Background: an optimization exercise with open tools, aiming at small area. Do not read the settings as production practice.
Only simulation tests tie the RTL to the original design; equivalence was not proved.
No driver is modelled on the clock port, so clocking that relies on it looks cheaper here than on a real chip.

==> flow/design.v (outline; a module is shown in full before it is edited, if it fits) <==
// module cordic_dds: 779 lines
module cordic_dds (clk, phase_i, sin_o, cos_o, err_o);
  // ...
==> flow/run.sh <==
#!/bin/bash
# synth_recipe.tcl (not shown) runs the flow's synth.tcl, then flattens the netlist and writes it again
# the make line also repeats each setting of config.mk as NAME=value (left out here)
make -C /OpenROAD-flow-scripts/flow DESIGN_CONFIG=/design/flow/config.mk WORK_HOME=/design/flow/orfs CLKGATE_MAP_FILE= SYNTH_SCRIPT=/design/flow/synth_recipe.tcl finish
==> flow/config.mk <==
export PLATFORM = sky130hd
export DESIGN_NAME = cordic_dds
export DESIGN_NICKNAME = cordic_dds
export VERILOG_FILES = /design/flow/design.v
export SDC_FILE = /design/flow/constraint.sdc
export NUM_CORES = 4
export LEC_CHECK = 0
export CAP_MARGIN = 20
export CORE_MARGIN = 2
export CORE_UTILIZATION = 60
export CTS_BUF_LIST = sky130_fd_sc_hd__clkbuf_16
export CTS_CLUSTER_DIAMETER = 100
export CTS_CLUSTER_SIZE = 30
export SLEW_MARGIN = 20
==> flow/constraint.sdc <==
create_clock -name core_clock -period 5.0 [get_ports {clk}]
set_input_delay 1.0000 -clock core_clock [delete_from_list [all_inputs] [get_ports {clk}]]
set_output_delay 1.0000 -clock core_clock [all_outputs]
set_load 0.01 [all_outputs]
==> results.py, run 1 <==
metrics = {
    "logic_synthesis": {
        "syn-instance-count": 2503,
        "avgSynthCellArea_um2": 9.84,
        "syn_nets": 2910,
        "synth_most_common_cell": "dfxtp_1",
        "synth_top_area_cell": "dfxtp_1",
        "synthXorXnorAreaFrac": 0.106,
    },
    "layout": {
        "largest_register_ffs": 30,
        "final_cell_area_um2": 26200,
        "nonClkBufAreaFrac": 0.0319,
        "seq_area_um2": 9030,
        "drive_gt1_frac": 0.0289,
        "multi_input_area_share": 0.532,
    },
    "setup_path": {
        "critPathLaunch": "xr14[14]",
        "r2r_end": "sin_r[14]",
        "required_ns": 5.43,
        "r2r_cells": 16,
        "critPathKind": "reg2reg",
    },
    "worst_hold_path": {
        "hold_path_class": "reg2reg",
    },
    "timing": {
        "fin_crit_sh": 0.906,
    },
    "routing": {
        "firstDrtPassIters": 6,
    },
    "status": {
        "status": "no timing/DRC/antenna violations",
    },
    "grt": {
        "grt_pass1_wl_mm": 78.2,
        "grt_overflow": 0,
        "busiest_layer": "met2",
    },
    "floorplanning": {
        "dieArea_um2": 42700,
    },
    "clock_tree": {
        "ctsResizeCount": 0,
        "cts_hold_buf": 0,
        "cts_made_buffers": 19,
    },
    "place": {
        "dp_slack_ns": 0.477,
    },
}
==> run 2: changes to the inputs <==
--- a/flow/design.v
+++ b/flow/design.v
@@ -63,81 +63,85 @@
    reg d7_8; always @(posedge clk) d7_8 <= (z7[8] ^ q[7][0]);
    reg d8_9; always @(posedge clk) d8_9 <= (z8[7] ^ q[8][0]);
    reg d9_10; always @(posedge clk) d9_10 <= (z9[6] ^ q[9][0]);
    reg d10_11; always @(posedge clk) d10_11 <= (z10[5] ^ q[10][0]);
    reg d11_12; always @(posedge clk) d11_12 <= (z11[4] ^ q[11][0]);
    reg d12_13; always @(posedge clk) d12_13 <= (z12[3] ^ q[12][0]);
    reg d13_14; always @(posedge clk) d13_14 <= (z13[3] ^ q[13][0]);
    wire [5:0] tsel = {d6_7, d5_7, d4_7, d3_7, d2_7, d1_7};
-   wire [15:0] tx, ty;
-   wire [63:0] tx_t0 = 64'b1010011111110111101100111011110110100111111101111011001110111101;
-   assign tx[0] = tx_t0[tsel];
-   wire [63:0] tx_t1 = 64'b0011110011001101011000011001010100101111111000010110011101110011;
-   assign tx[1] = tx_t1[tsel];
-   wire [63:0] tx_t2 = 64'b0001001111111001000001111111000101111011110110110001110101010011;
-   assign tx[2] = tx_t2[tsel];
-   wire [63:0] tx_t3 = 64'b0100001010111111011110001010111100000010111100010100100000010101;
-   assign tx[3] = tx_t3[tsel];
-   wire [63:0] tx_t4 = 64'b0111110010011111011010100001011100100000111011110100010001010101;
-   assign tx[4] = tx_t4[tsel];
-   wire [63:0] tx_t5 = 64'b0010101110001101000111011101001100000111101100110000001100011011;
-   assign tx[5] = tx_t5[tsel];
-   wire [63:0] tx_t6 = 64'b1110101110101110100110111000001010010001111001001000101111001100;
-   assign tx[6] = tx_t6[tsel];
-   wire [63:0] tx_t7 = 64'b1110001110111101100000011101011110100111111100111011111110011101;
-   assign tx[7] = tx_t7[tsel];
-   wire [63:0] tx_t8 = 64'b1101110110010011100100011111111111111101100101011101101110111111;
-   assign tx[8] = tx_t8[tsel];
-   wire [63:0] tx_t9 = 64'b1101111110110001111110111011101110111101100100111101001111010001;
-   assign tx[9] = tx_t9[tsel];
-   wire [63:0] tx_t10 = 64'b1001100110011100111111111011010010101100110010101010100111100000;
-   assign tx[10] = tx_t10[tsel];
-   wire [63:0] tx_t11 = 64'b1110101010001001100111011111111111001110110010111001110110111111;
-   assign tx[11] = tx_t11[tsel];
-   wire [63:0] tx_t12 = 64'b1110100011111100111111011000101011101100101111101111110110001010;
-   assign tx[12] = tx_t12[tsel];
-   wire [63:0] tx_t13 = 64'b1011101010101110101011111010110010111110101011001010111110101100;
-   assign tx[13] = tx_t13[tsel];
-   wire [63:0] tx_t14 = 64'b1110111011101010111010111110101011101010111010101110101111101010;
-   assign tx[14] = tx_t14[tsel];
-   wire [63:0] tx_t15 = 64'b0000000000000000000000010000000000000000000000000000000100000000;
-   assign tx[15] = tx_t15[tsel];
-   wire [63:0] ty_t0 = 64'b1011110111001100111011111110010010111101110011001110111111100100;
-   assign ty[0] = ty_t0[tsel];
-   wire [63:0] ty_t1 = 64'b0100111011100111000001111111010100101001100001110011001100111101;
-   assign ty[1] = ty_t1[tsel];
-   wire [63:0] ty_t2 = 64'b1100101010111000110110111101111010001111111000001001111111001000;
-   assign ty[2] = ty_t2[tsel];
-   wire [63:0] ty_t3 = 64'b0010100000010010000011110100000001110101000111100111110101000010;
-   assign ty[3] = ty_t3[tsel];
-   wire [63:0] ty_t4 = 64'b0010101000100011011101110000010101101000010101110111100100111111;
-   assign ty[4] = ty_t4[tsel];
-   wire [63:0] ty_t5 = 64'b1101100011000001110011011110000111001011101110011011000111010101;
-   assign ty[5] = ty_t5[tsel];
-   wire [63:0] ty_t6 = 64'b1011001111010001101001111000100111000001110110011111010111010111;
-   assign ty[6] = ty_t6[tsel];
-   wire [63:0] ty_t7 = 64'b1011100111111100110011111110010011101011100000001011110111000110;
-   assign ty[7] = ty_t7[tsel];
-   wire [63:0] ty_t8 = 64'b1111110111011011101010011011111111111111100010011100100110111011;
-   assign ty[8] = ty_t8[tsel];
-   wire [63:0] ty_t9 = 64'b1000101111001011110010011011110111011101110111111000110111111011;
-   assign ty[9] = ty_t9[tsel];
-   wire [63:0] ty_t10 = 64'b1000011110010101110100110011010110101101111111111011100110011001;
-   assign ty[10] = ty_t10[tsel];
-   wire [63:0] ty_t11 = 64'b0111110110111001010100110111001101111111101110010001000101010111;
-   assign ty[11] = ty_t11[tsel];
-   wire [63:0] ty_t12 = 64'b0101000110111111011111010011011101010001101111110011111100010111;
-   assign ty[12] = ty_t12[tsel];
-   wire [63:0] ty_t13 = 64'b0011010111110101001101010111110100110101111101010111010101011101;
-   assign ty[13] = ty_t13[tsel];
-   wire [63:0] ty_t14 = 64'b0101011111010111010101110101011101010111110101110101011101110111;
-   assign ty[14] = ty_t14[tsel];
-   wire [63:0] ty_t15 = 64'b0000000010000000000000000000000000000000100000000000000000000000;
-   assign ty[15] = ty_t15[tsel];
+   wire hf = tsel[0];
+   wire [4:0] hsel = tsel[5:1] ^ {5{hf}};
+   wire [15:0] hx, hy;
+   wire [31:0] hx_t0 = 32'b00111110010101100011111001010110;
+   assign hx[0] = hx_t0[hsel];
+   wire [31:0] hx_t1 = 32'b01101011100101100011100110101100;
+   assign hx[1] = hx_t1[hsel];
+   wire [31:0] hx_t2 = 32'b01011101001111001101110001101101;
+   assign hx[2] = hx_t2[hsel];
+   wire [31:0] hx_t3 = 32'b10000111110000110000110010010110;
+   assign hx[3] = hx_t3[hsel];
+   wire [31:0] hx_t4 = 32'b11100110100001110000101110101110;
+   assign hx[4] = hx_t4[hsel];
+   wire [31:0] hx_t5 = 32'b00010011011111010011010100010100;
+   assign hx[5] = hx_t5[hsel];
+   wire [31:0] hx_t6 = 32'b10010011010100010101101100011010;
+   assign hx[6] = hx_t6[hsel];
+   wire [31:0] hx_t7 = 32'b10010111000111110011110101110110;
+   assign hx[7] = hx_t7[hsel];
+   wire [31:0] hx_t8 = 32'b11110101010111111111011111010110;
+   assign hx[8] = hx_t8[hsel];
+   wire [31:0] hx_t9 = 32'b11110101110101010111010111011100;
+   assign hx[9] = hx_t9[hsel];
+   wire [31:0] hx_t10 = 32'b01010111111101110010100000001001;
+   assign hx[10] = hx_t10[hsel];
+   wire [31:0] hx_t11 = 32'b10000000011111111010100001110111;
+   assign hx[11] = hx_t11[hsel];
+   wire [31:0] hx_t12 = 32'b10001111111100001010011111110000;
+   assign hx[12] = hx_t12[hsel];
+   wire [31:0] hx_t13 = 32'b01000011001100110110001100110011;
+   assign hx[13] = hx_t13[hsel];
+   wire [31:0] hx_t14 = 32'b10101001100110011000100110011001;
+   assign hx[14] = hx_t14[hsel];
+   wire [31:0] hx_t15 = 32'b00000001000100010000000100010001;
+   assign hx[15] = hx_t15[hsel];
+   wire [31:0] hy_t0 = 32'b01111011101110110111101110111011;
+   assign hy[0] = hy_t0[hsel];
+   wire [31:0] hy_t1 = 32'b10101010001111110001001101000110;
+   assign hy[1] = hy_t1[hsel];
+   wire [31:0] hy_t2 = 32'b10000101110111100011100001111000;
+   assign hy[2] = hy_t2[hsel];
+   wire [31:0] hy_t3 = 32'b00000101001110011111011111111001;
+   assign hy[3] = hy_t3[hsel];
+   wire [31:0] hy_t4 = 32'b00000001111100111000111011000110;
+   assign hy[4] = hy_t4[hsel];
+   wire [31:0] hy_t5 = 32'b11001001101110011001010101011111;
+   assign hy[5] = hy_t5[hsel];
+   wire [31:0] hy_t6 = 32'b01011100001100011001110111111111;
+   assign hy[6] = hy_t6[hsel];
+   wire [31:0] hy_t7 = 32'b01011111101110111001000001111010;
+   assign hy[7] = hy_t7[hsel];
+   wire [31:0] hy_t8 = 32'b11111101000101101111000110010100;
+   assign hy[8] = hy_t8[hsel];
+   wire [31:0] hy_t9 = 32'b00011001100101111111111100111101;
+   assign hy[9] = hy_t9[hsel];
+   wire [31:0] hy_t10 = 32'b00110111110101110011111101010101;
+   assign hy[10] = hy_t10[hsel];
+   wire [31:0] hy_t11 = 32'b11110101110111011111010101011111;
+   assign hy[11] = hy_t11[hsel];
+   wire [31:0] hy_t12 = 32'b11010111111101111101011101110111;
+   assign hy[12] = hy_t12[hsel];
+   wire [31:0] hy_t13 = 32'b01111111011111110111111111111111;
+   assign hy[13] = hy_t13[hsel];
+   wire [31:0] hy_t14 = 32'b11111111111111111111111111111111;
+   assign hy[14] = hy_t14[hsel];
+   wire [31:0] hy_t15 = 32'b00000000000000000000000000000000;
+   assign hy[15] = hy_t15[hsel];
+   wire [15:0] tx = hf ? hy : hx;
+   wire [15:0] ty = hf ? hx : hy;
    reg [15:0] xr8, yr8;
    always @(posedge clk) begin xr8 <= tx; yr8 <= ty; end
    wire [16:0] wy7 = {(yr8[15] & yr8[14]), yr8};
    wire [16:0] wx7 = {(xr8[15] & xr8[14]), xr8};
    wire [15:0] sy7 = {{6{wy7[16]}}, wy7[16:7]};   
    wire [15:0] sx7 = {{6{wx7[16]}}, wx7[16:7]};   
    wire dd7 = d7_8;
    wire nd7 = ~dd7;
==> flow/flow/run.sh (new file) <==
#!/bin/bash
# Own layout flow: the standard flow (standard synthesis unchanged), with
#  - the port buffers made from sky130_fd_sc_hd__buf_1 cells,
#  - clock tree options passed to clock_tree_synthesis,
#  - power recovery (cell down-sizing on paths with slack) after global routing.
# Each make run writes its full output to a log of its own in the work folder;
# ORFS's per-step logs are under orfs/logs/.
set -euo pipefail
cd "$(dirname "$0")/.."
source flow/knobs.sh
bash standard.sh finish \
  "BUFFER_PORTS_ARGS=$PORT_BUF_ARGS" \
  "CTS_ARGS=$CTS_ARGS" \
  "RECOVER_POWER=$RECOVER" > flow_standard.log 2>&1
==> flow/flow/knobs.sh (new file) <==
PORT_BUF_ARGS="-buffer_cell sky130_fd_sc_hd__buf_1"
CTS_ARGS="-sink_clustering_enable -repair_clock_nets -dont_use_dummy_load -buf_list sky130_fd_sc_hd__clkbuf_16 -sink_clustering_size 25 -sink_clustering_max_diameter 120"
RECOVER=100
==> flow/standard.sh (new file) <==
#!/bin/bash
# synth_recipe.tcl (not shown) runs the flow's synth.tcl, then flattens the netlist and writes it again
# the make line also repeats each setting of config.mk as NAME=value (left out here)
make -C /OpenROAD-flow-scripts/flow DESIGN_CONFIG=/design/flow/config.mk WORK_HOME=/design/flow/orfs CLKGATE_MAP_FILE= SYNTH_SCRIPT=/design/flow/synth_recipe.tcl "${@:-finish}"
==> flow/config.mk (replaced) <==
export PLATFORM = sky130hd
export DESIGN_NAME = cordic_dds
export DESIGN_NICKNAME = cordic_dds
export VERILOG_FILES = /design/flow/design.v
export SDC_FILE = /design/flow/constraint.sdc
export NUM_CORES = 4
export LEC_CHECK = 0
export CAP_MARGIN = 20
export CORE_MARGIN = 2
export CORE_UTILIZATION = 40
export SLEW_MARGIN = 20
removed: flow/run.sh
==> run 2 against run 1 <==
Compared with the run above: the layout now fails its checks (capacitance limit, slew limit); non-clock buffer count increased by 2; sequential share of layout area increased by 0.27 points; count of clock-buffer cells in the layout increased by 3; worst setup slack improved by 0.061 ns; core utilization decreased by 21 points; flip-flop and latch count unchanged; clock skew increased by 0.0086 ns; critical endpoint is now cos_r[15].
==> results.py, run 2 <==
metrics = {
    "routing": {
        "ant_nets": 0,
        "via_per_inst": 5.00,
        "drtIter0Drc": 548,
        "firstDrtPassIters": 11,
        "drc_errors": 0,
        "totalWireLength_mm": 46.9,
        "wl_per_cell_um": 14.5,
        "vias": 16200,
    },
    "layout": {
        "n_fill_cell": 5741,
        "syn_to_final_growth_pct": 6.48,
        "largest_register_ffs": 30,
        "largest_register": "q",
        "reg_top3": "q: 30 flops, cos_r: 17 flops, sin_r: 17 flops",
        "antenna_cells": 0,
        "mostFrequentLayoutCell": "dfxtp_1",
        "multi_input_area_um2": 13900,
        "drive_gt1_frac": 0.0261,
        "fin_util": 0.430,
        "final_cell_area_um2": 26000,
        "nets": 2862,
        "mostFrequentLayoutCells": "dfxtp_1, inv_1, ha_1, xnor2_1, a21oi_1",
        "seq_area_um2": 9030,
    },
    "clock_tree": {
        "clk_pin_slew_worst_paths_ns": 0.09,
        "cts_tree": "done",
        "cts_sinks": 451,
        "cts_made_buffers": 22,
        "cts_hold_buf": 0,
        "clock_latency_ns": 0.55,
    },
    "timing": {
        "worstMarginPinSlew_ns": 1.78,
        "finalHoldViolations": 0,
        "slew_viol_final": 74,
        "period_needed_ns": 4.47,
        "setup_ws_ns": 0.530,
        "fin_tns_setup_ns": 0,
        "rsz0062_at_grt": "false",
        "fin_crit_sh": 0.894,
        "fin_skew_ns": 0.0259,
        "slew_headroom": -0.190,
        "setup_violations": 0,
        "max_freq_ghz": 0.224,
    },
    "logic_synthesis": {
        "synth_most_common_cell": "dfxtp_1",
        "syn_nets": 2815,
        "async_flop_share": 0,
        "avgSynthCellArea_um2": 10.1,
        "ys.warnings.count": 2,
        "netlist_area_um2": 24400,
        "ys_seq_area_frac": 0.370,
        "synthDistinctLibCells": 79,
        "synth_top_area_cell": "dfxtp_1",
        "synth_ff_type": "dfxtp_1",
        "synth-seq-cells": 451,
        "syn-instance-count": 2411,
        "synth_area_leaders": "dfxtp_1, ha_1, fa_1, xnor2_1, inv_1",
        "synth.top_cells.by_count": "dfxtp_1, inv_1, ha_1",
        "synth_edf_count": 0,
        "synth_top_area_frac": 0.370,
    },
    "floorplanning": {
        "ios": 68,
        "die_h_um": 251,
        "dieArea_um2": 63000,
        "die_x_um": 251,
        "start_util": 0.404,
        "core_um2": 60400,
        "rows": 90,
    },
    "setup_path": {
        "critPathKind": "reg2reg",
        "r2r_start": "yr14[14]",
        "r2r_cells": 18,
        "cp-start-kind": "flip-flop",
        "critPathMaxFanout": 16,
        "r2r_end": "cos_r[15]",
        "arrival_ns": 4.89,
        "critPathLaunch": "yr14[14]",
        "cp-end-kind": "flip-flop",
        "required_ns": 5.42,
        "rrSetupSlack_ns": 0.53,
    },
    "status": {
        "so_faults": "capacitance limit, slew limit",
        "status": "failed layout checks",
    },
    "grt": {
        "grt_usage": 0.150,
        "grt_pass1_wl_mm": 79.1,
        "grt_overflow": 0,
        "grt_pass1_vias": 16700,
        "grt_max_degree": 43,
        "antenna_found_initial": 0,
    },
    "place": {
        "place_area_um2": 25500,
        "numPortBuffers": 67,
        "place_congestion": 0.853,
        "dp_hpwl_mm": 37.3,
        "dp_slack_ns": 0.459,
    },
    "run": {
        "cap_viol_max_count": 3,
    },
    "worst_hold_path": {
        "hold_path_depth": 0,
        "whs_endpoint": "d2_4",
        "min-delay-start": "d2_3",
        "hold_path_class": "reg2reg",
    },
}
-- run 2: cell types whose count changed after synthesis, sizes merged, moves of 25 or more --
cell	change
nand2	-81
buf	-25
nand3	-29
inv	-26
nor2	+38
a21oi	-33
-- run 2: worst max-delay path by stage --
stage / end / slack [ns] / cells after the start
final: cos_r[15] / 0.53 / 18
after global routing: sin_r[14] / 0.16 / 16
after CTS: sin_r[14] / 0.43 / 16
after detailed placement: sin_r[14] / 0.46 / 16
after global placement: sin_r[14] / 0.50 / 16
after floorplan: cos_r[15] / 0.42 / 18
-- run 2: kinds of logic after synthesis --
| family | count (synthesis) | synth area share |
|---|---|---|
| flip-flops | 451 | 0.370 |
| buffers and inverters | 363 | 0.0598 |
| XOR/XNOR | 304 | 0.110 |
| AND/OR/NAND/NOR | 379 | 0.0769 |
| AO/OA/AOI/OAI | 494 | 0.132 |
| adder cells (fa/ha/maj) | 387 | 0.237 |
| multiplexers | 33 | 0.0145 |
-- run 2: area by class of cell --
| cell class | instances | area share |
|---|---|---|
| Multi-Input combinational cell | 1597 | 0.536 |
| Timing Repair Buffer | 91 | 0.0152 |
| Sequential cell | 451 | 0.348 |
| Inverter | 295 | 0.0426 |
| Clock buffer | 22 | 0.0212 |
| Tap cell | 782 | 0.0377 |
-- run 2: timing repair --
action / in CTS / in global routing
resized for setup: 0 / 1
setup endpoints to repair: 0 / 1
setup buffers: 0 / 0
-- run 2: layer usage --
metal	GRT usage	routed length, µm	vias to the layer above
met4	0.0480	1490	0
met1	0.165	19000	7660
li1	-	-	8152
met5	0	0	-
met3	0.0174	1640	83
met2	0.296	24800	301
-- run 2: worst max-delay path, cell delays in order, from the launching register on --
cell	delay [ns]
dfxtp_1	0.47
inv_1	0.14
ha_1	0.30
mux2i_1	0.23
ha_1	0.28
inv_1	0.07
o211ai_1	0.16
o31ai_1	0.10
buf_4	0.17
inv_1	0.46
ha_1	0.29
o21ai_0	0.16
a211oi_1	0.27
o21ai_0	0.16
nor2b_1	0.18
o21a_1	0.22
fa_1	0.37
xor2_1	0.18
xnor2_1	0.13
-- run 2: through the flow --
stage          hold WS, ns  instances
2_1_floorplan        0.310       2411
5_1_grt              0.303       3238
3_3_place_gp         0.310       3216
3_5_place_dp         0.312       3216
4_1_cts              0.300       3238
6_report             0.296       3238
==> run 3: changes to the inputs <==
==> flow/flow/knobs.sh (replaced) <==
PORT_BUF_ARGS="-buffer_cell sky130_fd_sc_hd__buf_1"
CTS_ARGS="-sink_clustering_enable -repair_clock_nets -dont_use_dummy_load -buf_list sky130_fd_sc_hd__clkbuf_16 -sink_clustering_size 25 -sink_clustering_max_diameter 120"
RECOVER=0
--- a/flow/config.mk
+++ b/flow/config.mk
@@ -7,2 +7,4 @@
 export LEC_CHECK = 0
+export ABC_AREA = 1
+export ABC_CLOCK_PERIOD_IN_PS = 5000
 export CAP_MARGIN = 20
==> run 3 against run 2 <==
Compared with the run above: the run now finishes clean; core utilization grew 0.15 points; cell count increased by 5.3%; area after synthesis is 1.7% lower; routed wire length decreased by 12%; clock skew up 0.017 ns; sequential share of layout area up 0.60 points; first-iteration DRC count grew 6.6%; design area fell by 1.7%; via count shrank 3.9%; critical endpoint is now cos_r[14].
==> results.py, run 3 <==
metrics = {
    "layout": {
        "fin_util": 0.432,
        "mostFrequentLayoutCell": "dfxtp_1",
        "mostFrequentLayoutCells": "dfxtp_1, inv_1, nand2_1, ha_1, xor2_1",
        "drive_gt1_frac": 0.0292,
        "syn_to_final_growth_pct": 6.51,
        "largest_register_ffs": 30,
        "reg_top3": "q: 30 flops, cos_r: 17 flops, sin_r: 17 flops",
        "nets": 3040,
        "largest_register": "q",
    },
    "logic_synthesis": {
        "ys_seq_area_frac": 0.377,
        "synth_top_area_cell": "dfxtp_1",
        "synth_ff_type": "dfxtp_1",
        "syn-instance-count": 2579,
        "synth_top_area_frac": 0.377,
        "synth_area_leaders": "dfxtp_1, ha_1, fa_1, inv_1, nand2_1",
        "async_flop_share": 0,
        "ys.warnings.count": 2,
        "synth.top_cells.by_count": "dfxtp_1, inv_1, nand2_1",
        "netlist_area_um2": 24000,
        "synthDistinctLibCells": 43,
        "synth_most_common_cell": "dfxtp_1",
        "syn_nets": 2983,
        "avgSynthCellArea_um2": 9.30,
        "synth-seq-cells": 451,
        "synth_edf_count": 0,
    },
    "clock_tree": {
        "cts_sinks": 451,
        "cts_tree": "done",
        "cts_made_buffers": 22,
        "clock_latency_ns": 0.54,
        "postCtsSetupBuffers": 0,
        "ctsResizeCount": 0,
        "clk_pin_slew_worst_paths_ns": 0.10,
        "cts_hold_buf": 0,
    },
    "grt": {
        "grt.met3_usage": 0.0169,
        "antenna_found_initial": 1,
        "grtUsageMet2": 0.262,
        "grt_pass1_wl_mm": 71.7,
        "grt_pass1_vias": 15900,
        "grt_usage": 0.135,
        "grt_max_degree": 41,
        "busiest_layer": "met2",
        "grt_overflow": 0,
        "gr-usage-met1": 0.153,
    },
    "place": {
        "dp_hpwl_mm": 33.0,
        "numPortBuffers": 67,
        "dp_slack_ns": 0.924,
        "place_congestion": 0.859,
    },
    "routing": {
        "firstDrtPassIters": 5,
        "drtIter0Drc": 584,
        "totalWireLength_mm": 41.3,
        "via_per_inst": 4.57,
        "vias": 15600,
        "wl_per_cell_um": 12.1,
        "drc_errors": 0,
        "ant_nets": 0,
    },
    "timing": {
        "fin_tns_setup_ns": 0,
        "setup_ws_ns": 0.945,
        "worstMarginPinSlew_ns": 1.02,
        "setup_violations": 0,
        "finalHoldViolations": 0,
        "fin_skew_ns": 0.0432,
        "rsz0062_at_grt": "false",
        "slew_headroom": 0.321,
        "period_needed_ns": 4.06,
        "max_freq_ghz": 0.247,
        "slew_viol_final": 0,
        "fin_crit_sh": 0.811,
    },
    "floorplanning": {
        "rows": 89,
        "core_um2": 59100,
        "dieArea_um2": 61900,
        "ios": 68,
        "die_h_um": 249,
        "start_util": 0.405,
        "die_x_um": 249,
    },
    "worst_hold_path": {
        "hold_path_class": "reg2reg",
        "hold_path_depth": 0,
    },
    "status": {
        "status": "no timing/DRC/antenna violations",
    },
    "setup_path": {
        "required_ns": 5.45,
        "cp-end-kind": "flip-flop",
        "arrival_ns": 4.51,
        "critPathKind": "reg2reg",
        "cp-start-kind": "flip-flop",
        "r2r_cells": 16,
        "critPathMaxFanout": 18,
    },
    "run": {
        "cap_viol_max_count": 0,
    },
}
## run 3: changes by cell type after synthesis, moves of 22 or more
cell	before	now
nand2_1	80	421
inv_1	291	430
nand3_1	15	129
o21ai_0	108	38
xnor2_1	206	137
xor2_1	95	152
nand2b_1	45	0
nor2_1	120	84
nor2b_1	27	0
o21a_1	35	8
clkbuf_1	28	6
mux2i_1	24	2
## run 3: worst max-delay path, cell delays in order (launching register included)
cell	delay, ns
dfxtp_1	0.32
buf_4	0.28
xor2_4	0.15
buf_4	0.27
ha_1	0.23
ha_1	0.19
nand3_1	0.11
nand2_1	0.56
ha_1	0.41
a21o_1	0.19
nand2_1	0.06
nand3_1	0.16
nand2_1	0.10
nand3_1	0.09
a21oi_1	0.20
fa_1	0.46
xnor2_1	0.14
## run 3: final cells by class
| type | count | area, µm² |
|---|---|---|
| fillers | 5651 | 33600 |
| multi-input cells | 1646 | 13000 |
| flip-flops and latches | 451 | 9030 |
| inverters | 437 | 1640 |
| well taps | 773 | 967 |
| clock buffers | 22 | 551 |
| repair buffers | 78 | 334 |
| diodes | 1 | 2.50 |
## run 3: per-layer routing
metal | up-vias | routed length [µm]
met5 | - | 0
met4 | 0 | 967
met3 | 51 | 1150
met1 | 7128 | 18000
li1 | 8187 | -
met2 | 206 | 21200
## run 3: stage by stage
step	instances	area [µm²]	hold WS [ns]
after floorplan	2579	24000	0.310
after global placement	3385	25000	0.310
after detailed placement	3385	25000	0.312
after CTS	3407	25500	0.304
after global routing	3407	25500	0.325
final	3408	25500	0.311
## run 3: logic make-up after synthesis
| group | count (synthesis) | synth area share |
|---|---|---|
| multiplexers | 2 | 0.000835 |
| flip-flops | 451 | 0.377 |
| XOR/XNOR | 294 | 0.110 |
| adder cells (fa/ha/maj) | 387 | 0.241 |
| AND/OR/NAND/NOR | 692 | 0.122 |
| AO/OA/AOI/OAI | 271 | 0.0679 |
| buffers and inverters | 482 | 0.0807 |
## run 3: worst paths after layout
| check | start | endpoint | slack, ns |
|---|---|---|---|
| setup / recovery | q[14][1] | cos_r[14] | 0.94 |
| hold / removal | z3[0] | z4[0] | 0.31 |
| setup reg to reg | q[14][1] | cos_r[14] | 0.94 |
| hold reg to reg | z3[0] | z4[0] | 0.31 |
==> run 4: changes to the inputs <==
==> flow/run.sh (new file) <==
#!/bin/bash
# synth_recipe.tcl (not shown) runs the flow's synth.tcl, then flattens the netlist and writes it again
# the make line also repeats each setting of config.mk as NAME=value (left out here)
make -C /OpenROAD-flow-scripts/flow DESIGN_CONFIG=/design/flow/config.mk WORK_HOME=/design/flow/orfs CLKGATE_MAP_FILE= SYNTH_SCRIPT=/design/flow/synth_recipe.tcl finish
--- a/flow/config.mk
+++ b/flow/config.mk
@@ -7,4 +7,2 @@
 export LEC_CHECK = 0
-export ABC_AREA = 1
-export ABC_CLOCK_PERIOD_IN_PS = 5000
 export CAP_MARGIN = 20
@@ -12,2 +10,5 @@
 export CORE_UTILIZATION = 40
+export CTS_BUF_LIST = sky130_fd_sc_hd__clkbuf_16
+export CTS_CLUSTER_DIAMETER = 120
+export CTS_CLUSTER_SIZE = 25
 export SLEW_MARGIN = 20
removed: flow/flow/run.sh
removed: flow/flow/knobs.sh
removed: flow/standard.sh
==> run 4 against run 3 <==
Compared with the run above: still clean on timing, DRC and antenna; die area grew 1.7%; sequential share of layout area shrank 1.2 points; flip-flop and latch count is the same; count of clock-buffer cells in the layout grew 1; design area grew 3.6%; clock skew shrank 0.023 ns; global-route usage grew 1.6 points; largest cell class unchanged.
==> results.py, run 4 <==
metrics = {
    "logic_synthesis": {
        "avgSynthCellArea_um2": 10.1,
        "synth_ff_type": "dfxtp_1",
        "synth_edf_count": 0,
        "synth_most_common_cell": "dfxtp_1",
        "netlist_area_um2": 24400,
        "synthDistinctLibCells": 79,
        "synth.top_cells.by_count": "dfxtp_1, inv_1, ha_1",
        "synth_top_area_frac": 0.370,
        "ys_seq_area_frac": 0.370,
        "ys.warnings.count": 2,
        "async_flop_share": 0,
        "syn_nets": 2815,
        "synth_area_leaders": "dfxtp_1, ha_1, fa_1, xnor2_1, inv_1",
        "synth_top_area_cell": "dfxtp_1",
        "syn-instance-count": 2411,
        "synth-seq-cells": 451,
    },
    "routing": {
        "drtIter0Drc": 791,
        "wl_per_cell_um": 14.4,
        "vias": 16100,
        "drc_errors": 0,
        "totalWireLength_mm": 46.8,
        "via_per_inst": 4.98,
        "ant_nets": 0,
        "firstDrtPassIters": 6,
    },
    "layout": {
        "mostFrequentLayoutCells": "dfxtp_1, inv_1, ha_1, xnor2_1, a21oi_1",
        "reg_top3": "q: 30 flops, cos_r: 17 flops, sin_r: 17 flops",
        "n_fill_cell": 5679,
        "mostFrequentLayoutCell": "dfxtp_1",
        "largest_register_ffs": 30,
        "antenna_cells": 0,
        "largest_register": "q",
        "nets": 2860,
        "syn_to_final_growth_pct": 8.48,
        "drive_gt1_frac": 0.0309,
        "final_cell_area_um2": 26500,
    },
    "clock_tree": {
        "clock_latency_ns": 0.55,
        "cts_hold_buf": 0,
        "cts_made_buffers": 22,
        "cts_sinks": 451,
        "postCtsSetupBuffers": 0,
        "cts_tree": "done",
        "clockBufferDepth": 3,
        "htree_levels": 1,
        "cts-root-buf": "clkbuf_16",
        "clk_pin_slew_worst_paths_ns": 0.10,
        "ctsResizeCount": 0,
    },
    "timing": {
        "max_freq_ghz": 0.219,
        "setup_violations": 0,
        "fin_crit_sh": 0.912,
        "slew_viol_final": 0,
        "fin_tns_setup_ns": 0,
        "fin_skew_ns": 0.0198,
        "period_needed_ns": 4.56,
        "slew_headroom": 0.314,
        "finalHoldViolations": 0,
        "worstMarginPinSlew_ns": 1.02,
        "rsz0062_at_grt": "false",
        "setup_ws_ns": 0.442,
    },
    "floorplanning": {
        "die_h_um": 251,
        "die_x_um": 251,
        "ios": 68,
        "start_util": 0.404,
        "core_um2": 60400,
        "rows": 90,
        "dieArea_um2": 63000,
    },
    "setup_path": {
        "cp-end-kind": "flip-flop",
        "critPathMaxFanout": 12,
        "critPathKind": "reg2reg",
        "required_ns": 5.44,
        "arrival_ns": 5.00,
        "cp-start-kind": "flip-flop",
    },
    "run": {
        "cap_viol_max_count": 0,
    },
    "grt": {
        "antenna_found_initial": 0,
        "grt_overflow": 0,
        "grt_pass1_wl_mm": 79.4,
        "grt_usage": 0.151,
        "grt_pass1_vias": 16800,
        "grt_max_degree": 61,
    },
    "status": {
        "status": "no timing/DRC/antenna violations",
    },
    "worst_hold_path": {
        "hold_path_class": "reg2reg",
    },
    "place": {
        "place_area_um2": 25900,
        "place_congestion": 0.883,
        "numPortBuffers": 67,
        "dp_hpwl_mm": 37.3,
        "dp_slack_ns": 0.432,
    },
}
run 4: cell types whose count changed in the layout (fill, tap and decap cells not counted), moves of 22 or more:
cell	change
nor2_1	+36
o21a_1	+27
mux2i_1	+22
buf_1	-67
inv_1	-139
nand2b_1	+45
o21ai_0	+70
nor2b_1	+27
xnor2_1	+69
nand2_1	-341
clkdlybuf4s50_1	+67
nand3_1	-114
xor2_1	-57
run 4: worst paths after layout:
kind	startpoint	end	depth (start not counted)	slack (ns)
max	xr14[14]	sin_r[14]	16	0.44
min	q[10][1]	q[11][1]	0	0.33
max reg2reg	xr14[14]	sin_r[14]	16	0.44
min reg2reg	q[10][1]	q[11][1]	0	0.33
run 4: routing by layer:
metal  vias up  GRT usage  routed length [µm]
met5         -          0                   0
met4         0     0.0553                1710
met3        89     0.0179                1580
met1      7577      0.169               19100
li1       8166          -                   -
met2       297      0.291               24500
run 4: worst max-delay path, cell delays in order, from the launching register on:
cell	delay [ns]
dfxtp_1	0.47
inv_1	0.15
ha_1	0.33
mux2i_1	0.12
ha_1	0.28
inv_1	0.08
o311ai_0	0.11
a21oi_1	0.50
inv_1	0.41
ha_1	0.47
o21ai_0	0.13
a211oi_1	0.25
o21ai_0	0.17
nor2b_1	0.19
o21a_1	0.22
fa_1	0.44
xnor2_1	0.13
run 4: layout make-up:
class / count / area (µm²) / share of cell area
clock buffers: 23 / 576 / 0.0217
repair buffers: 89 / 836 / 0.0316
well taps: 782 / 978 / 0.0370
flip-flops and latches: 451 / 9030 / 0.341
multi-input cells: 1597 / 13900 / 0.526
clock inverters: 3 / 28.8 / 0.00109
inverters: 295 / 1110 / 0.0418
run 4: logic make-up after synthesis:
family | Yosys count | share of synthesized area
compound gates | 494 | 0.132
xor+xnor | 304 | 0.110
fa+ha+maj | 387 | 0.237
buf+inv | 363 | 0.0598
flops | 451 | 0.370
mux | 33 | 0.0145
simple gates | 379 | 0.0769
run 4: through the flow:
step | utilization | cells | hold WS [ns]
final | 0.438 | 3240 | 0.327
after detailed placement | 0.428 | 3214 | 0.312
after global routing | 0.438 | 3240 | 0.340
after floorplan | - | 2411 | 0.310
after global placement | 0.428 | 3214 | 0.310
after CTS | 0.438 | 3240 | 0.331
==> run 5: changes to the inputs <==
--- a/flow/config.mk
+++ b/flow/config.mk
@@ -7,2 +7,4 @@
 export LEC_CHECK = 0
+export ABC_AREA = 1
+export ABC_CLOCK_PERIOD_IN_PS = 5000
 export CAP_MARGIN = 20
==> run 5 against run 4 <==
Compared with the run above: critical path depth down 1; design area down 1.7%; die area down 1.7%; sequential share of layout area up 0.59 points; count of clock-buffer cells in the layout unchanged; largest cell class unchanged.
==> results.py, run 5 <==
metrics = {
    "status": {
        "status": "no timing/DRC/antenna violations",
    },
    "routing": {
        "wl_per_cell_um": 12.2,
        "drc_errors": 0,
        "drtIter0Drc": 579,
        "firstDrtPassIters": 6,
        "totalWireLength_mm": 41.8,
        "ant_nets": 0,
        "via_per_inst": 4.58,
        "vias": 15600,
    },
    "layout": {
        "mostFrequentLayoutCells": "dfxtp_1, inv_1, nand2_1, ha_1, xor2_1",
        "syn_to_final_growth_pct": 8.51,
        "reg_top3": "q: 30 flops, cos_r: 17 flops, sin_r: 17 flops",
        "largest_register": "q",
        "antenna_cells": 0,
        "nets": 3040,
        "drive_gt1_frac": 0.0307,
        "largest_register_ffs": 30,
        "fin_util": 0.440,
        "n_fill_cell": 5594,
        "mostFrequentLayoutCell": "dfxtp_1",
    },
    "timing": {
        "worstMarginPinSlew_ns": 1.01,
        "slew_headroom": 0.323,
        "setup_ws_ns": 1.13,
        "finalHoldViolations": 0,
        "fin_skew_ns": 0.0135,
        "max_freq_ghz": 0.259,
        "fin_tns_setup_ns": 0,
        "fin_crit_sh": 0.773,
        "rsz0062_at_grt": "false",
        "period_needed_ns": 3.87,
        "slew_viol_final": 0,
        "setup_violations": 0,
    },
    "grt": {
        "grt_pass1_vias": 16100,
        "antenna_found_initial": 1,
        "grt_usage": 0.138,
        "grt_max_degree": 41,
        "grt_pass1_wl_mm": 73.0,
        "grt_overflow": 0,
    },
    "logic_synthesis": {
        "synth_area_leaders": "dfxtp_1, ha_1, fa_1, inv_1, nand2_1",
        "synthDistinctLibCells": 43,
        "synthXorXnorAreaFrac": 0.110,
        "synthAdderAreaFrac": 0.241,
        "synth-simple-area-share": 0.122,
        "ys_seq_area_frac": 0.377,
        "syn_nets": 2983,
        "synthMuxAreaShare": 0.000835,
        "synth_edf_count": 0,
        "synth_top_family_by_area": "adder cells",
        "ys.warnings.count": 2,
        "synth_compound_area_frac": 0.0679,
        "syn-instance-count": 2579,
        "synth_ff_type": "dfxtp_1",
        "netlist_area_um2": 24000,
        "avgSynthCellArea_um2": 9.30,
        "synth_most_common_cell": "dfxtp_1",
        "synth-seq-cells": 451,
        "synth_top_area_cell": "dfxtp_1",
        "synth.top_cells.by_count": "dfxtp_1, inv_1, nand2_1",
        "async_flop_share": 0,
        "synth_top_area_frac": 0.377,
    },
    "floorplanning": {
        "die_h_um": 249,
        "core_um2": 59100,
        "start_util": 0.405,
        "ios": 68,
        "dieArea_um2": 61900,
        "rows": 89,
        "die_x_um": 249,
    },
    "clock_tree": {
        "htree_levels": 1,
        "cts_made_buffers": 22,
        "clock_latency_ns": 0.56,
        "cts_hold_buf": 0,
        "cts_tree": "done",
        "cts-root-buf": "clkbuf_16",
        "clk_pin_slew_worst_paths_ns": 0.09,
        "postCtsSetupBuffers": 0,
        "cts_sinks": 451,
        "clockBufferDepth": 3,
        "ctsResizeCount": 0,
    },
    "place": {
        "numPortBuffers": 67,
        "dp_slack_ns": 1.14,
        "dp_hpwl_mm": 33.3,
        "place_congestion": 0.862,
    },
    "worst_hold_path": {
        "whs_endpoint": "q[4][1]",
        "hold_path_depth": 0,
        "hold_path_class": "reg2reg",
        "min-delay-start": "q[3][1]",
    },
    "setup_path": {
        "r2r_cells": 15,
        "arrival_ns": 4.32,
        "critPathMaxFanout": 18,
        "rrSetupSlack_ns": 1.13,
        "r2r_start": "q[14][1]",
        "r2r_end": "cos_r[14]",
        "critPathKind": "reg2reg",
        "cp-end-kind": "flip-flop",
        "cp-start-kind": "flip-flop",
        "required_ns": 5.45,
    },
    "run": {
        "cap_viol_max_count": 0,
    },
}
## run 5: cell types whose count changed after synthesis, sizes merged, moves of 58 or more
cell,change
nand2,+354
xor2,+58
o21ai,-61
nand3,+115
xnor2,-68
inv,+141
## run 5: through the flow
| stage | cells | hold slack (ns) | instance area, µm² |
|---|---|---|---|
| 2_1_floorplan | 2579 | 0.310 | 24000 |
| 3_3_place_gp | 3385 | 0.310 | 25400 |
| 3_5_place_dp | 3385 | 0.312 | 25400 |
| 4_1_cts | 3412 | 0.326 | 26000 |
| 5_1_grt | 3412 | 0.335 | 26000 |
| 6_report | 3412 | 0.321 | 26000 |
## run 5: logic make-up (layout without fill, tap and decap cells)
kind of cell / after synthesis / in the layout
simple gates: 692 / 692
mux: 2 / 2
buf+inv: 482 / 542
compound gates: 271 / 271
xor+xnor: 294 / 294
fa+ha+maj: 387 / 387
flops: 451 / 451
## run 5: how the worst max path moves through the flow
stage | startpoint | depth (start not counted) | slack, ns | endpoint
after global routing | yr14[14] | 15 | 0.84 | cos_r[14]
after floorplan | d12_13 | 14 | 1.26 | yr14[15]
after global placement | q[14][1] | 15 | 1.25 | cos_r[14]
final | q[14][1] | 15 | 1.13 | cos_r[14]
after detailed placement | q[14][1] | 15 | 1.14 | cos_r[14]
after CTS | q[14][1] | 15 | 1.10 | cos_r[14]
## run 5: layer usage
metal	vias up	part of all wire	GRT usage
li1	8184	-	-
met1	7149	0.43	0.156
met2	206	0.52	0.269
met3	76	0.028	0.0161
met4	0	0.026	0.0409
met5	-	0	0
## run 5: worst max-delay path, cell delays in order, from the launching register on
cell     delay (ns)
dfxtp_1        0.44
xor2_4         0.14
buf_4          0.28
ha_1           0.23
ha_1           0.20
nand3_1        0.10
nand2_1        0.56
ha_1           0.41
a21o_1         0.19
nand2_1        0.06
nand3_1        0.18
nand2_1        0.11
nand3_1        0.09
a21oi_1        0.17
fa_1           0.44
xnor2_1        0.14
## run 5: cell type report
| cell class | instances | area, µm² | share of cell area |
|---|---|---|---|
| inverter | 437 | 1640 | 0.0631 |
| tap | 773 | 967 | 0.0372 |
| clock buffer | 23 | 576 | 0.0221 |
| clock inverter | 4 | 36.3 | 0.00139 |
| timing repair buffer | 78 | 753 | 0.0290 |
| multi-input combinational | 1646 | 13000 | 0.500 |
| sequential | 451 | 9030 | 0.347 |

==> what the ideal ports hide <==
Ports are ideal in the flow. The routed layouts listed here were re-timed in OpenROAD.
Step 1, drivers: a clkbuf_16 drives clk and a buf_2 each remaining input, both assumed.
Step 2 also shifts input and output timing later by t, the mid clock arrival at the registers, as if the neighbouring blocks saw the same clock.
a / b / c = no drivers / after step 1 / after step 2; a / b = the first two.
run	shift t [ns]	setup slack, ns	worst register clock-pin slew, ns
run 1	0.601	0.469 / 0.469 / 0.469	0.11 / 0.11
run 2	0.595	0.530 / 0.530 / 0.530	0.10 / 0.10
run 3	0.589	0.945 / 0.945 / 0.945	0.10 / 0.10
run 4	0.606	0.442 / 0.442 / 0.442	0.10 / 0.10
run 5	0.613	1.134 / 1.134 / 1.134	0.10 / 0.10
